This design comes from an exercise in tuning for small area and a short achievable clock period on the open sky130 flow, not from production work.
Only simulation tests tie the RTL to the original design; equivalence was not proved.

[constraint.sdc]
create_clock -name core_clock -period 30.0 [get_ports {clk}]
set_input_delay 6.0000 -clock core_clock [delete_from_list [all_inputs] [get_ports {clk}]]
set_output_delay 6.0000 -clock core_clock [all_outputs]
set_load 0.01 [all_outputs]
[config.mk]
export PLATFORM = sky130hd
export DESIGN_NAME = EEE_IMGPROC
export DESIGN_NICKNAME = EEE_IMGPROC
export VERILOG_FILES = /design/flow/design.v
export SDC_FILE = /design/flow/constraint.sdc
export NUM_CORES = 4
export LEC_CHECK = 0
export CAP_MARGIN = 20
export CORE_MARGIN = 2
export CORE_UTILIZATION = 40
export SLEW_MARGIN = 20
[run.sh]
#!/bin/bash
# synth_recipe.tcl (not shown) runs the flow's synth.tcl, then flattens the netlist and writes it again
# the make line also repeats each setting of config.mk as NAME=value (left out here)
make -C /OpenROAD-flow-scripts/flow DESIGN_CONFIG=/design/flow/config.mk WORK_HOME=/design/flow/orfs CLKGATE_MAP_FILE= SYNTH_SCRIPT=/design/flow/synth_recipe.tcl finish
[design.v]
module STREAM_REG(ready_out, valid_out, data_out, ready_in, valid_in, data_in, clk, rst_n);
	input clk, rst_n;
	input ready_in, valid_in;
	input [DATA_WIDTH-1:0] data_in;
	output ready_out, valid_out;
	output reg [DATA_WIDTH-1:0] data_out;
	parameter DATA_WIDTH = 26;
	reg data_valid, ready_in_d;
	always@(posedge clk) begin
		if (~rst_n) begin
			data_out <= 1'b0;
			data_valid <= 0;
			ready_in_d <= 0;
			end
		else begin
			ready_in_d <= ready_in;
			if (valid_in & (~data_valid | ready_in_d)) begin
				data_out <= data_in;
				data_valid <= 1;
				end
			else if (ready_in_d) begin
				data_valid <= 0;
				end
			end
	end
	assign ready_out = (~data_valid & ~valid_in) | ready_in;
	assign valid_out = ready_in_d & data_valid;
endmodule
module MSG_FIFO (
	clock,
	data,
	rdreq,
	sclr,
	wrreq,
	empty,
	q,
	usedw);
	parameter DEPTH = 32;
	parameter AW = 5;
	input	  clock;
	input	[31:0]  data;
	input	  rdreq;
	input	  sclr;
	input	  wrreq;
	output	  empty;
	output	[31:0]  q;
	output	[7:0]  usedw;
	reg [31:0] mem [0:DEPTH-1];
	reg [AW-1:0] rd_ptr, wr_ptr;
	reg [7:0] count;
	wire full = (count == DEPTH);
	wire do_rd = rdreq & (count != 0);
	wire do_wr = wrreq & ~full;
	assign empty = (count == 0);
	assign q = empty ? 32'h0 : mem[rd_ptr];
	assign usedw = count;
	always @(posedge clock) begin
		if (do_wr) mem[wr_ptr] <= data;
	end
	always @(posedge clock) begin
		if (sclr) begin
			rd_ptr <= {AW{1'b0}};
			wr_ptr <= {AW{1'b0}};
			count <= 8'h0;
		end
		else begin
			if (do_rd) rd_ptr <= rd_ptr + 1'b1;
			if (do_wr) wr_ptr <= wr_ptr + 1'b1;
			count <= count + {7'h0, do_wr} - {7'h0, do_rd};
		end
	end
endmodule
module  RGB_2_HSV(
	input                         clk,
	input                         rst,
	input	     [7:0]            rgb_r,
	input	     [7:0]            rgb_g,
	input	     [7:0]            rgb_b,
	output reg 	 [8:0] 			  hsv_h,
	output reg   [7:0] 			  hsv_s,
	output reg   [7:0] 			  hsv_v
);
reg [13:0] top_60;
reg [7:0] top, max, min, max_min, hsv_s_m, max_n, division;
reg [2:0] rgb_se, rgb_se_n;
wire r_g, r_b, g_b;
assign r_g = (rgb_r > rgb_g)? 1'b1:1'b0;
assign r_b = (rgb_r > rgb_b)? 1'b1:1'b0;
assign g_b = (rgb_g > rgb_b)? 1'b1:1'b0;
always @ (posedge clk)
begin
	if (!rst)
	begin
		max <= 8'd0;
		min <= 8'd0;
		top <= 8'd0;
		rgb_se <= 3'b010;
	end
	else
	begin
	case ({r_g,r_b,g_b})
	3'b000:
			begin 
			max <= rgb_b;
			min <= rgb_r;
			top <= rgb_g - rgb_r; 
			rgb_se <= 3'b000;
			end
	3'b001:
			begin 
			max <= rgb_g;
			min <= rgb_r;
			top <= rgb_b - rgb_r; 
			rgb_se <= 3'b001;
			end
	3'b011:
			begin 
			max <= rgb_g;
			min <= rgb_b;
			top <= rgb_r - rgb_b; 
			rgb_se <= 3'b011;
			end
	3'b100:
			begin 
			max <= rgb_b;
			min <= rgb_g;
			top <= rgb_r - rgb_g; 
			rgb_se <= 3'b100;
			end
	3'b110:
			begin 
			max <= rgb_r;
			min <= rgb_g;
			top <= rgb_b - rgb_g; 
			rgb_se <= 3'b110;
			end
	3'b111:
			begin 
			max <= rgb_r;
			min <= rgb_b;
			top <= rgb_g - rgb_b; 
			rgb_se <= 3'b111;
			end
	default
			begin
			max <= 8'd0;
			min <= 8'd0;
			top <= 8'd0;
			rgb_se <= 3'b010;
			end
	endcase
end
end
always @ (posedge clk)
begin
	if (!rst)
		begin
		top_60 <= 14'd0;
		rgb_se_n <= 3'b010;
		max_min <= 8'd0;
		max_n <= 8'd0;
		end
	else
		begin
		top_60 <= {top,6'b000000} - {top,2'b00}; 
		rgb_se_n <= rgb_se;
		max_min <= max - min;
		max_n <= max;
		end
end
always @ (*)
begin
	division = (max_min > 8'd0) ? top_60 / max_min : 8'd240; 
end
always @ (posedge clk)
begin
	if (!rst)
		hsv_h <= 9'd0;
	else
	begin
	case (rgb_se_n)
	3'b000:
			hsv_h <= 9'd240 - division; 
	3'b001:
			hsv_h <= 9'd120 + division; 
	3'b011:
			hsv_h <= 9'd120 - division; 
	3'b100:
			hsv_h <= 9'd240 + division; 
	3'b110:
			hsv_h <= 9'd360 - division; 
	3'b111:
			hsv_h <= division; 
	default
			hsv_h <= 9'd0;
	endcase
end
end
always @ (*)
begin
	hsv_s_m = (max_n > 8'd0)? (((max_min == max_n) ? 8'd255 : {max_min[7:0],8'b00000000} / max_n)) : 8'd0;
end
always@(posedge clk)
begin
	if (!rst)
      hsv_s <= 8'd0;
	else
	hsv_s <= hsv_s_m;
end
always@(posedge clk)
begin
  if (!rst)
  hsv_v <= 8'd0;
  else
  hsv_v <= max_n;
 end
endmodule
module PIXEL_PROC(
    input               clk,
    input               rst,
    input       [23:0]  pixel_in,                
    output reg  [2:0]   pixel_classification     
);
wire [7:0]   red, green, blue;
assign {red,green,blue} = pixel_in;
wire [8:0] hsv_h;
wire [7:0] hsv_s, hsv_v;
always @(*) begin
    if((hsv_h < 27 | hsv_h > 359) &  hsv_s>68 & hsv_v>24) begin
        pixel_classification <= 3'h1;
    end
    else if((hsv_h > 68 & hsv_h < 79) & hsv_s>57 & hsv_v>65) begin
        pixel_classification <= 3'h2;
    end
    else if((hsv_h > 137 & hsv_h < 170) & hsv_s>54 & hsv_v>23) begin
        pixel_classification <= 3'h3;
    end
    else if((hsv_h > 187 & hsv_h < 241) & hsv_s>35 & hsv_v>1) begin
        pixel_classification <= 3'h4;
    end
    else if((hsv_h > 0 & hsv_h < 31) & hsv_s>30 & hsv_v>58) begin
        pixel_classification <= 3'h5;
    end
    else begin
        pixel_classification <= 3'h0;
    end
end
RGB_2_HSV rgb_2_hsv(
    .clk(clk),
    .rst(rst),
    .rgb_r(red),
    .rgb_g(green),
    .rgb_b(blue),
    .hsv_h(hsv_h),
    .hsv_s(hsv_s),
    .hsv_v(hsv_v)
);
endmodule
module AVER_FILTER(
	input                         clk,
	input                         rst,
    input                         valid,
	input 					      packet_video,
	input	     [7:0]            r_in,
	input	     [7:0]            g_in,
	input	     [7:0]            b_in,
    input        [10:0]           x_in,
    input        [10:0]           y_in,
	output reg   [7:0] 			  r_out,
	output reg   [7:0] 			  g_out,
	output reg   [7:0] 			  b_out
);
reg [23:0] prev_pixel [1:0];
always @(posedge clk) begin
	if (~rst) begin
		prev_pixel[1] <= 24'h0;
		prev_pixel[0] <= 24'h0;
		{r_out,g_out,b_out} <= 24'h0;
	end
	else if (~packet_video) begin
		r_out <= r_in;
		g_out <= g_in;
		b_out <= b_in;
	end
	else if(valid) begin
		prev_pixel[1] <= prev_pixel[0];
		prev_pixel[0] <= {r_in,g_in,b_in};
		if (x_in==0 || x_in==1) begin
			{r_out,g_out,b_out} <= 24'b0;
		end
		else begin
			r_out <= ( r_in + prev_pixel[0][23:16] + prev_pixel[1][23:16] ) / 3;
			g_out <= ( g_in + prev_pixel[0][15:8] + prev_pixel[1][15:8] ) / 3;
			b_out <= ( b_in + prev_pixel[0][7:0] + prev_pixel[1][7:0] ) / 3;
		end
	end
end
endmodule
module EEE_IMGPROC(
	clk,
	reset_n,
	s_chipselect,
	s_read,
	s_write,
	s_readdata,
	s_writedata,
	s_address,
	sink_data,
	sink_valid,
	sink_ready,
	sink_sop,
	sink_eop,
	source_data,
	source_valid,
	source_ready,
	source_sop,
	source_eop,
	mode
);
input	clk;
input	reset_n;
input							s_chipselect;
input							s_read;
input							s_write;
output	reg	[31:0]				s_readdata;
input	[31:0]					s_writedata;
input	[2:0]					s_address;
input	[23:0]            		sink_data;
input							sink_valid;
output							sink_ready;
input							sink_sop;
input							sink_eop;
output	[23:0]			  	   	source_data;
output							source_valid;
input							source_ready;
output							source_sop;
output							source_eop;
input                         	mode;
parameter IMAGE_W = 11'd640;
parameter IMAGE_H = 11'd480;
parameter MESSAGE_BUF_MAX = 32;
parameter MSG_INTERVAL = 20;
parameter BB_COL_DEFAULT = 24'h00ff00;
wire [7:0]   red, green, blue; 						 
wire [7:0]   red_out, green_out, blue_out;			 
wire         sop, eop, in_valid, out_ready;			 
wire [23:0] classifier_input_pixel;					 
assign classifier_input_pixel = filtered_image;		 
wire [2:0] pixel_classification;
assign {red_out, green_out, blue_out} = (mode & ~sop & packet_video) ? overlayed_image : {red,green,blue};
reg [10:0] x, y;
reg packet_video;
always@(posedge clk) begin
	if (~reset_n) begin
		x <= 11'h0;
		y <= 11'h0;
		packet_video <= 1'b0;
	end
	else if (sop) begin
		x <= 11'h0;
		y <= 11'h0;
		packet_video <= (blue[3:0] == 3'h0);
	end
	else if (in_valid) begin
		if (x == IMAGE_W-1) begin
			x <= 11'h0;
			y <= y + 11'h1;
		end
		else begin
			x <= x + 11'h1;
		end
	end
end
PIXEL_PROC pixel_proc(
	.clk(clk),
	.rst(reset_n),
	.pixel_in(classifier_input_pixel),
	.pixel_classification(pixel_classification)
);
wire [23:0] filtered_image;
AVER_FILTER af(
	.clk(clk),
	.rst(reset_n),
	.valid(in_valid),
	.packet_video(packet_video),
	.r_in(red),
	.g_in(green),
	.b_in(blue),
	.x_in(x),
	.y_in(y),
	.r_out(filtered_image[7:0]),
	.g_out(filtered_image[15:8]),
	.b_out(filtered_image[23:16])
);
reg [23:0] colorised_image;
always@(*) begin
	case(pixel_classification)
		3'h0: begin
			colorised_image=24'h000000;
		end
		3'h1: begin
			colorised_image=24'hff0000;
		end
		3'h2: begin
			colorised_image=24'hffff00;
		end
		3'h3: begin
			colorised_image=24'h00ff00;
		end
		3'h4: begin
			colorised_image=24'h0000ff;
		end
		3'h5: begin
			colorised_image=24'hff00ff;
		end
		default: begin
			colorised_image=24'h000000;
		end
	endcase
end
reg [23:0] overlayed_image;
always@(*) begin
	if((x == left_yellow) | (x == right_yellow) | (y == top_yellow) | (y == bottom_yellow)) begin
		overlayed_image <= 24'hffff00;
	end
	else if((x == left_green) | (x == right_green) | (y == top_green) | (y == bottom_green)) begin
		overlayed_image <= 24'h00ff00;
	end
	else if((x == left_blue) | (x == right_blue) | (y == top_blue) | (y == bottom_blue)) begin
		overlayed_image <= 24'h0000ff;
	end
	else if((x == left_pink) | (x == right_pink) | (y == top_pink) | (y == bottom_pink)) begin
		overlayed_image <= 24'hff00ff;
	end
	else if((x == left_red) | (x == right_red) | (y == top_red) | (y == bottom_red)) begin
		overlayed_image <= 24'hff0000;
	end
	else begin
		overlayed_image <= colorised_image;
	end
end
reg [10:0] x_min_red, 		y_min_red, 		x_max_red, 		y_max_red;
reg [10:0] x_min_yellow, 	y_min_yellow, 	x_max_yellow, 	y_max_yellow;
reg [10:0] x_min_green, 	y_min_green, 	x_max_green, 	y_max_green;
reg [10:0] x_min_blue, 		y_min_blue, 	x_max_blue, 	y_max_blue;
reg [10:0] x_min_pink, 		y_min_pink, 	x_max_pink, 	y_max_pink;
always@(posedge clk) begin
	case(pixel_classification)
		3'h1: begin	 
			if (x < x_min_red) x_min_red <= x;
			if (x > x_max_red) x_max_red <= x;
			if (y < y_min_red) y_min_red <= y;
			y_max_red <= y;
		end
		3'h2: begin	 
			if (x < x_min_yellow) x_min_yellow <= x;
			if (x > x_max_yellow) x_max_yellow <= x;
			if (y < y_min_yellow) y_min_yellow <= y;
			y_max_yellow <= y;
		end
		3'h3: begin  
			if (x < x_min_green) x_min_green <= x;
			if (x > x_max_green) x_max_green <= x;
			if (y < y_min_green) y_min_green <= y;
			y_max_green <= y;
		end
		3'h4: begin  
			if (x < x_min_blue) x_min_blue <= x;
			if (x > x_max_blue) x_max_blue <= x;
			if (y < y_min_blue) y_min_blue <= y;
			y_max_blue <= y;
		end
		3'h5: begin  
			if (x < x_min_pink) x_min_pink <= x;
			if (x > x_max_pink) x_max_pink <= x;
			if (y < y_min_pink) y_min_pink <= y;
			y_max_pink <= y;
		end
	endcase
	if (~reset_n | (sop & in_valid)) begin
		{x_min_red,x_min_yellow,x_min_green,x_min_blue,x_min_pink} <= IMAGE_W-11'h1;
		{x_max_red,x_max_yellow,x_max_green,x_max_blue,x_max_pink} <= 0;
		{y_min_red,y_min_yellow,y_min_green,y_min_blue,y_min_pink} <= IMAGE_H-11'h1;
		{y_max_red,y_max_yellow,y_max_green,y_max_blue,y_max_pink} <= 0;
	end
end
reg [3:0] msg_state;
reg [10:0] left_red, right_red, top_red, bottom_red;
reg [10:0] left_yellow, right_yellow, top_yellow, bottom_yellow;
reg [10:0] left_green, right_green, top_green, bottom_green;
reg [10:0] left_blue, right_blue, top_blue, bottom_blue;
reg [10:0] left_pink, right_pink, top_pink, bottom_pink;
reg [7:0] frame_count;
always@(posedge clk) begin
	if (~reset_n) begin
		{left_red,right_red,top_red,bottom_red} <= 44'h0;
		{left_yellow,right_yellow,top_yellow,bottom_yellow} <= 44'h0;
		{left_green,right_green,top_green,bottom_green} <= 44'h0;
		{left_blue,right_blue,top_blue,bottom_blue} <= 44'h0;
		{left_pink,right_pink,top_pink,bottom_pink} <= 44'h0;
		frame_count <= 8'h0;
		msg_state <= 4'h0;
	end
	else begin
	if (eop & in_valid & packet_video) begin   
		left_red <= x_min_red;
		right_red <= x_max_red;
		top_red <= y_min_red;
		bottom_red <= y_max_red;
		left_yellow <= x_min_yellow;
		right_yellow <= x_max_yellow;
		top_yellow <= y_min_yellow;
		bottom_yellow <= y_max_yellow;
		left_green <= x_min_green;
		right_green <= x_max_green;
		top_green <= y_min_green;
		bottom_green <= y_max_green;
		left_blue <= x_min_blue;
		right_blue <= x_max_blue;
		top_blue <= y_min_blue;
		bottom_blue <= y_max_blue;
		left_pink <= x_min_pink;
		right_pink <= x_max_pink;
		top_pink <= y_min_pink;
		bottom_pink <= y_max_pink;
		frame_count <= frame_count - 1;
		if (frame_count == 0 && msg_buf_size <= MESSAGE_BUF_MAX - 15) begin
			msg_state <= 4'h1;
			frame_count <= MSG_INTERVAL-1;
		end
	end
	if (msg_state != 4'h0) msg_state <= msg_state + 4'b1;
	end
end
reg [31:0] msg_buf_in;
wire [31:0] msg_buf_out;
reg msg_buf_wr;
wire msg_buf_rd, msg_buf_flush;
wire [7:0] msg_buf_size;
wire msg_buf_empty;
parameter R_BOX_MSG_ID = 32'hffff0001;
parameter Y_BOX_MSG_ID = 32'hffff0002;
parameter G_BOX_MSG_ID = 32'hffff0003;
parameter B_BOX_MSG_ID = 32'hffff0004;
parameter P_BOX_MSG_ID = 32'hffff0005;
always@(*) begin	 
	case(msg_state)
		4'h0: begin
			msg_buf_in = {28'b0,msg_state};
			msg_buf_wr = 1'b0;
		end
		4'h1: begin
			msg_buf_in = R_BOX_MSG_ID;	 
			msg_buf_wr = 1'b1;
		end
		4'h2: begin
			msg_buf_in = {5'b0, left_red, 5'b0, right_red};
			msg_buf_wr = 1'b1;
		end
		4'h3: begin
			msg_buf_in = {5'b0, top_red, 5'b0, bottom_red};
			msg_buf_wr = 1'b1;
		end
		4'h4: begin
			msg_buf_in = Y_BOX_MSG_ID;	 
			msg_buf_wr = 1'b1;
		end
		4'h5: begin
			msg_buf_in = {5'b0, left_yellow, 5'b0, right_yellow};
			msg_buf_wr = 1'b1;
		end
		4'h6: begin
			msg_buf_in = {5'b0, top_yellow, 5'b0, bottom_yellow};
			msg_buf_wr = 1'b1;
		end
		4'h7: begin
			msg_buf_in = G_BOX_MSG_ID;	 
			msg_buf_wr = 1'b1;
		end
		4'h8: begin
			msg_buf_in = {5'b0, left_green, 5'b0, right_green};
			msg_buf_wr = 1'b1;
		end
		4'h9: begin
			msg_buf_in = {5'b0, top_green, 5'b0, bottom_green};
			msg_buf_wr = 1'b1;
		end
		4'ha: begin
			msg_buf_in = B_BOX_MSG_ID;	 
			msg_buf_wr = 1'b1;
		end
		4'hb: begin
			msg_buf_in = {5'b0, left_blue, 5'b0, right_blue};
			msg_buf_wr = 1'b1;
		end
		4'hc: begin
			msg_buf_in = {5'b0, top_blue, 5'b0, bottom_blue};
			msg_buf_wr = 1'b1;
		end
		4'hd: begin
			msg_buf_in = P_BOX_MSG_ID;	 
			msg_buf_wr = 1'b1;
		end
		4'he: begin
			msg_buf_in = {5'b0, left_pink, 5'b0, right_pink};
			msg_buf_wr = 1'b1;
		end
		4'hf: begin
			msg_buf_in = {5'b0, top_pink, 5'b0, bottom_pink};
			msg_buf_wr = 1'b1;
		end
	endcase
end
MSG_FIFO #(.DEPTH(MESSAGE_BUF_MAX), .AW($clog2(MESSAGE_BUF_MAX))) MSG_FIFO_inst (
	.clock (clk),
	.data (msg_buf_in),
	.rdreq (msg_buf_rd),
	.sclr (~reset_n | msg_buf_flush),
	.wrreq (msg_buf_wr),
	.q (msg_buf_out),
	.usedw (msg_buf_size),
	.empty (msg_buf_empty)
);
STREAM_REG #(.DATA_WIDTH(26)) in_reg (
	.clk(clk),
	.rst_n(reset_n),
	.ready_out(sink_ready),
	.valid_out(in_valid),
	.data_out({red,green,blue,sop,eop}),
	.ready_in(out_ready),
	.valid_in(sink_valid),
	.data_in({sink_data,sink_sop,sink_eop})
);
STREAM_REG #(.DATA_WIDTH(26)) out_reg (
	.clk(clk),
	.rst_n(reset_n),
	.ready_out(out_ready),
	.valid_out(source_valid),
	.data_out({source_data,source_sop,source_eop}),
	.ready_in(source_ready),
	.valid_in(in_valid),
	.data_in({red_out, green_out, blue_out, sop, eop})
);
reg [7:0]   reg_status;
reg	[23:0]	bb_col;
always @ (posedge clk)
begin
	if (~reset_n)
	begin
		reg_status <= 8'b0;
		bb_col <= BB_COL_DEFAULT;
	end
	else begin
		if(s_chipselect & s_write) begin
		   if      (s_address == 0)	reg_status <= s_writedata[7:0];
		   if      (s_address == 3)	bb_col <= s_writedata[23:0];
		end
	end
end
assign msg_buf_flush = (s_chipselect & s_write & (s_address == 0) & s_writedata[4]);
reg read_d;  
always @ (posedge clk)
begin
   if (~reset_n) begin
	   s_readdata <= {32'b0};
		read_d <= 1'b0;
	end
	else if (s_chipselect & s_read) begin
		if   (s_address == 0) s_readdata <= {16'b0,msg_buf_size,reg_status};
		if   (s_address == 1) s_readdata <= {msg_buf_out};
		if   (s_address == 2) s_readdata <= 32'h1234EEE2;
		if   (s_address == 3) s_readdata <= {8'h0, bb_col};
	end
	read_d <= s_read;
end
assign msg_buf_rd = s_chipselect & s_read & ~read_d & ~msg_buf_empty & (s_address == 1);
endmodule
==> results.toml <==
[run_status]
status = "no timing/DRC/antenna violations"

[layout]
final_core_util = 0.4571
fillerInstances = 18370
seqCellArea_sq_mm = 0.03756
drive_gt1_frac = 0.1157
final_cell_mix = "nand2_1 (906), dfxtp_1 (756), edfxtp_1 (736)"
finish.net_count = 8346
mostFrequentLayoutCell = "nand2_1"
multiInputGateArea_sq_mm = 0.04083
area_growth_pct = 13.38

[sta]
hold_viol_final = 0
finClkSkew_ns = 0.05200
setup_tns_ns = 0
relSlewSlack = 0.2474
worst_pin_slew_ns = 1.124
rsz0062_at_grt = "false"
worst_slack_ns = 2.023
finalCritPeriodShare = 0.9326
min_period_ns = 27.98
setup_violations = 0
slew_violations = 0
fmax_mhz = 35.74

[synth]
ys.flop_type = "dfxtp_1"
synth_nets = 8252
synth_cell_type_count = 114
syn_area_sq_mm = 0.08066
synthCells = 7698
ys_ff_latch = 1507
yosysSeqAreaShare = 0.4654
synth_warnings = 7
synth_edf_count = 736
synthArstFlopShare = 0
synth.avg_cell_area_sq_um = 10.48

[route]
firstDrtPassIters = 8
vias = 59300
routedWlPerCell_um = 21.79
drt_iter0_markers = 4599
vias_per_cell = 5.598
routed_wl_um = 230900
drc = 0
drtAntennaViolNets = 0

[floorplanning]
die_y_um = 453.1
die_area_sq_mm = 0.2053
die_x_um = 453.1
io_pins = 129
start_util = 0.4032
num_rows = 164
core_sq_mm = 0.2001

[critical_path]
r2r-end = "pixel_proc.rgb_2_hsv.hsv_s[0]$_SDFF_PN0_"
r2r-start = "pixel_proc.rgb_2_hsv.max_n[5]$_SDFF_PN0_"
crit_path_frequent_cell = "o21a_1"
crit_required_ns = 30.63
cp-end-kind = "flip-flop"
ff2ff_setup_slack_ns = 2.02
crit_arrival_ns = 28.60
worstPathMaxFanout = 17
max_stage_delay_ns = 0.46
crit_slowest_cell = "or3b_2"
cp-start-kind = "flip-flop"
r2r_cells = 132
crit_type = "reg -> reg"

[clocking]
holdBufCountCts = 0
clock-sinks = 1507
clk_latency_ns = 0.83
numCtsBuffers = 167
cts_tree = "done"
htreeDepth = 4
cts_root_buf = "clkbuf_16"
path_clk_slew_ns = 0.06
clk_path_buf_depth = 3

[global_route]
grt_overflow_total = 0
grt_pass1_wl_um = 355200
grt_max_degree = 181
grt_usage = 0.2228
antenna_found_initial = 6
grt_pass1_vias = 59280

[place]
hpwlAfterDp_um = 154100
io_buffers = 120
pre_cts_ws_ns = 0.03865
gp_congestion = 0.8745

[hold_path]
holdPathEnd = "x[1]$_SDFFE_PP0P_"
hold_path_class = "reg -> reg"
hp-start = "x[1]$_SDFFE_PP0P_"
worstHoldPathCells = 2

[flow_run]
cap_viol_max_count = 0
per-stage QoR:
step	hold slack, ns	instance area, sq um	std cells
after floorplan	0.3863	80660	7698
after global placement	0.4456	85470	10260
after detailed placement	0.4485	85510	10270
after CTS	0.4567	91100	10580
after global routing	0.4777	91450	10590
final	0.4531	91450	10590
critical path: cells and delay by family (launching register included):
kind	cells	cell delay, ns
and+or+nand+nor	35	6.68
adders and majority gates	15	4.74
DFF	1	0.41
AOI/OAI and AO/OA	69	13.30
muxes	4	1.37
buffers and inverters	9	1.27
registers in the layout, indices dropped and copies added (netlist names), 12 cells and up, named ones only:
register,cells
in_reg.data_out,26
pixel_proc.rgb_2_hsv.top_60,12
af.prev_pixel,48
MSG_FIFO_inst.mem,736
out_reg.data_out,26
s_readdata,29
bb_col,24
worst max-delay path by stage:
stage / endpoint / slack, ns / depth (start not counted) / startpoint
2_1_floorplan: pixel_proc.rgb_2_hsv.hsv_s[0]$_SDFF_PN0_ / 1.69 / 139 / pixel_proc.rgb_2_hsv.max_n[0]$_SDFF_PN0_
3_3_place_gp: pixel_proc.rgb_2_hsv.hsv_s[0]$_SDFF_PN0_ / 0.20 / 131 / pixel_proc.rgb_2_hsv.max_n[4]$_SDFF_PN0_
3_5_place_dp: pixel_proc.rgb_2_hsv.hsv_s[0]$_SDFF_PN0_ / 0.04 / 131 / pixel_proc.rgb_2_hsv.max_n[4]$_SDFF_PN0_
4_1_cts: pixel_proc.rgb_2_hsv.hsv_s[0]$_SDFF_PN0_ / 0.12 / 131 / pixel_proc.rgb_2_hsv.max_n[4]$_SDFF_PN0_
5_1_grt: pixel_proc.rgb_2_hsv.hsv_h[6]$_SDFF_PN0_ / 0.02 / 138 / pixel_proc.rgb_2_hsv.max_min[6]$_SDFF_PN0_
6_report: pixel_proc.rgb_2_hsv.hsv_s[0]$_SDFF_PN0_ / 2.02 / 132 / pixel_proc.rgb_2_hsv.max_n[5]$_SDFF_PN0_
cell families after synthesis:
family                     after synthesis  share of synthesized area
buffers and inverters                  754                    0.03551
and+or+nand+nor                       2317                     0.1317
AOI/OAI and AO/OA                     1679                     0.1421
muxes                                  529                     0.1023
adders and majority gates              490                    0.07725
DFF                                   1507                     0.4654
xor gates and xnor gates               422                    0.04582
metal layers:
metal,vias up,GRT usage,share of wire
met3,364,0.03128,0.054
met4,4,0.07854,0.033
li1,28090,-,-
met1,29310,0.2916,0.43
met2,1527,0.3755,0.48
met5,-,0,0.000091
timing repair:
action / CTS / global route
gates resized for setup: 1 / 46
pin swaps: 0 / 8
setup endpoints to repair: 1 / 11
setup buffers: 0 / 12
synth_stat cells (13+ instances only):
library cell | instances | area [sq um]
nand3_1 | 101 | 505.5
dfxtp_1 | 771 | 15430
nor4_1 | 31 | 193.9
o21a_1 | 108 | 810.8
inv_1 | 343 | 1287
nor3b_1 | 13 | 97.59
o22ai_1 | 19 | 118.9
o211ai_1 | 47 | 352.8
nand3b_1 | 13 | 97.59
a211oi_1 | 23 | 172.7
a21boi_0 | 352 | 2643
o211a_1 | 15 | 150.1
a21oi_1 | 341 | 1707
o21ai_0 | 262 | 1311
a31oi_1 | 35 | 219.0
or3_1 | 33 | 206.5
nor2_1 | 599 | 2248
o21bai_1 | 32 | 240.2
nand4_1 | 98 | 613.1
mux2i_1 | 250 | 2502
nor3_1 | 138 | 690.7
ha_1 | 470 | 5881
a221oi_1 | 46 | 402.9
xor2_1 | 118 | 1033
and3_1 | 27 | 168.9
or2_2 | 26 | 162.7
xnor2_1 | 304 | 2663
nor2b_1 | 117 | 732.0
nand2_1 | 908 | 3408
o31ai_1 | 41 | 307.8
mux2_2 | 44 | 495.5
a22oi_1 | 61 | 457.9
and2_1 | 69 | 431.7
clkbuf_1 | 336 | 1261
a22o_1 | 36 | 315.3
buf_1 | 61 | 229.0
edfxtp_1 | 736 | 22100
a21o_1 | 124 | 930.9
nand2b_1 | 87 | 544.3
fa_1 | 15 | 300.3
mux4_2 | 231 | 5202
layout make-up:
type / instances / area share
multi-input cells: 5437 / 0.4464
clock buffers: 234 / 0.05094
repair buffers: 334 / 0.03119
inverters: 345 / 0.01416
clock inverters: 78 / 0.01015
diodes: 2 / 0.00005472
well taps: 2656 / 0.03634
flip-flops and latches: 1507 / 0.4107

[re-timing with driven ports]
The results above use ideal ports. As a check the final layout listed here was re-extracted and re-timed, cells and wires unchanged.
Step 1, drivers: a clkbuf_16 drives clk and a buf_2 each remaining input, both assumed.
Step 2, shift: input delay + t, output delay - t, t = (earliest + latest rising clock arrival at the registers) / 2. This alone moves slack from input paths to output paths.
Three values: no drivers, after step 1, after step 2; two values: the first two.
shift t [ns]: 0.891
slack for setup (ns): 2.023 / 2.023 / 2.023
clock arrival spread, ns: 0.056 / 0.056
worst register clock-pin slew, ns: 0.07 / 0.07
cell pins on the clock port's net: 1
After both steps setup and hold are still met in this run. For this run, drivers alone change the setup slack by 0.000 ns; drivers and shift together by 0.000 ns.
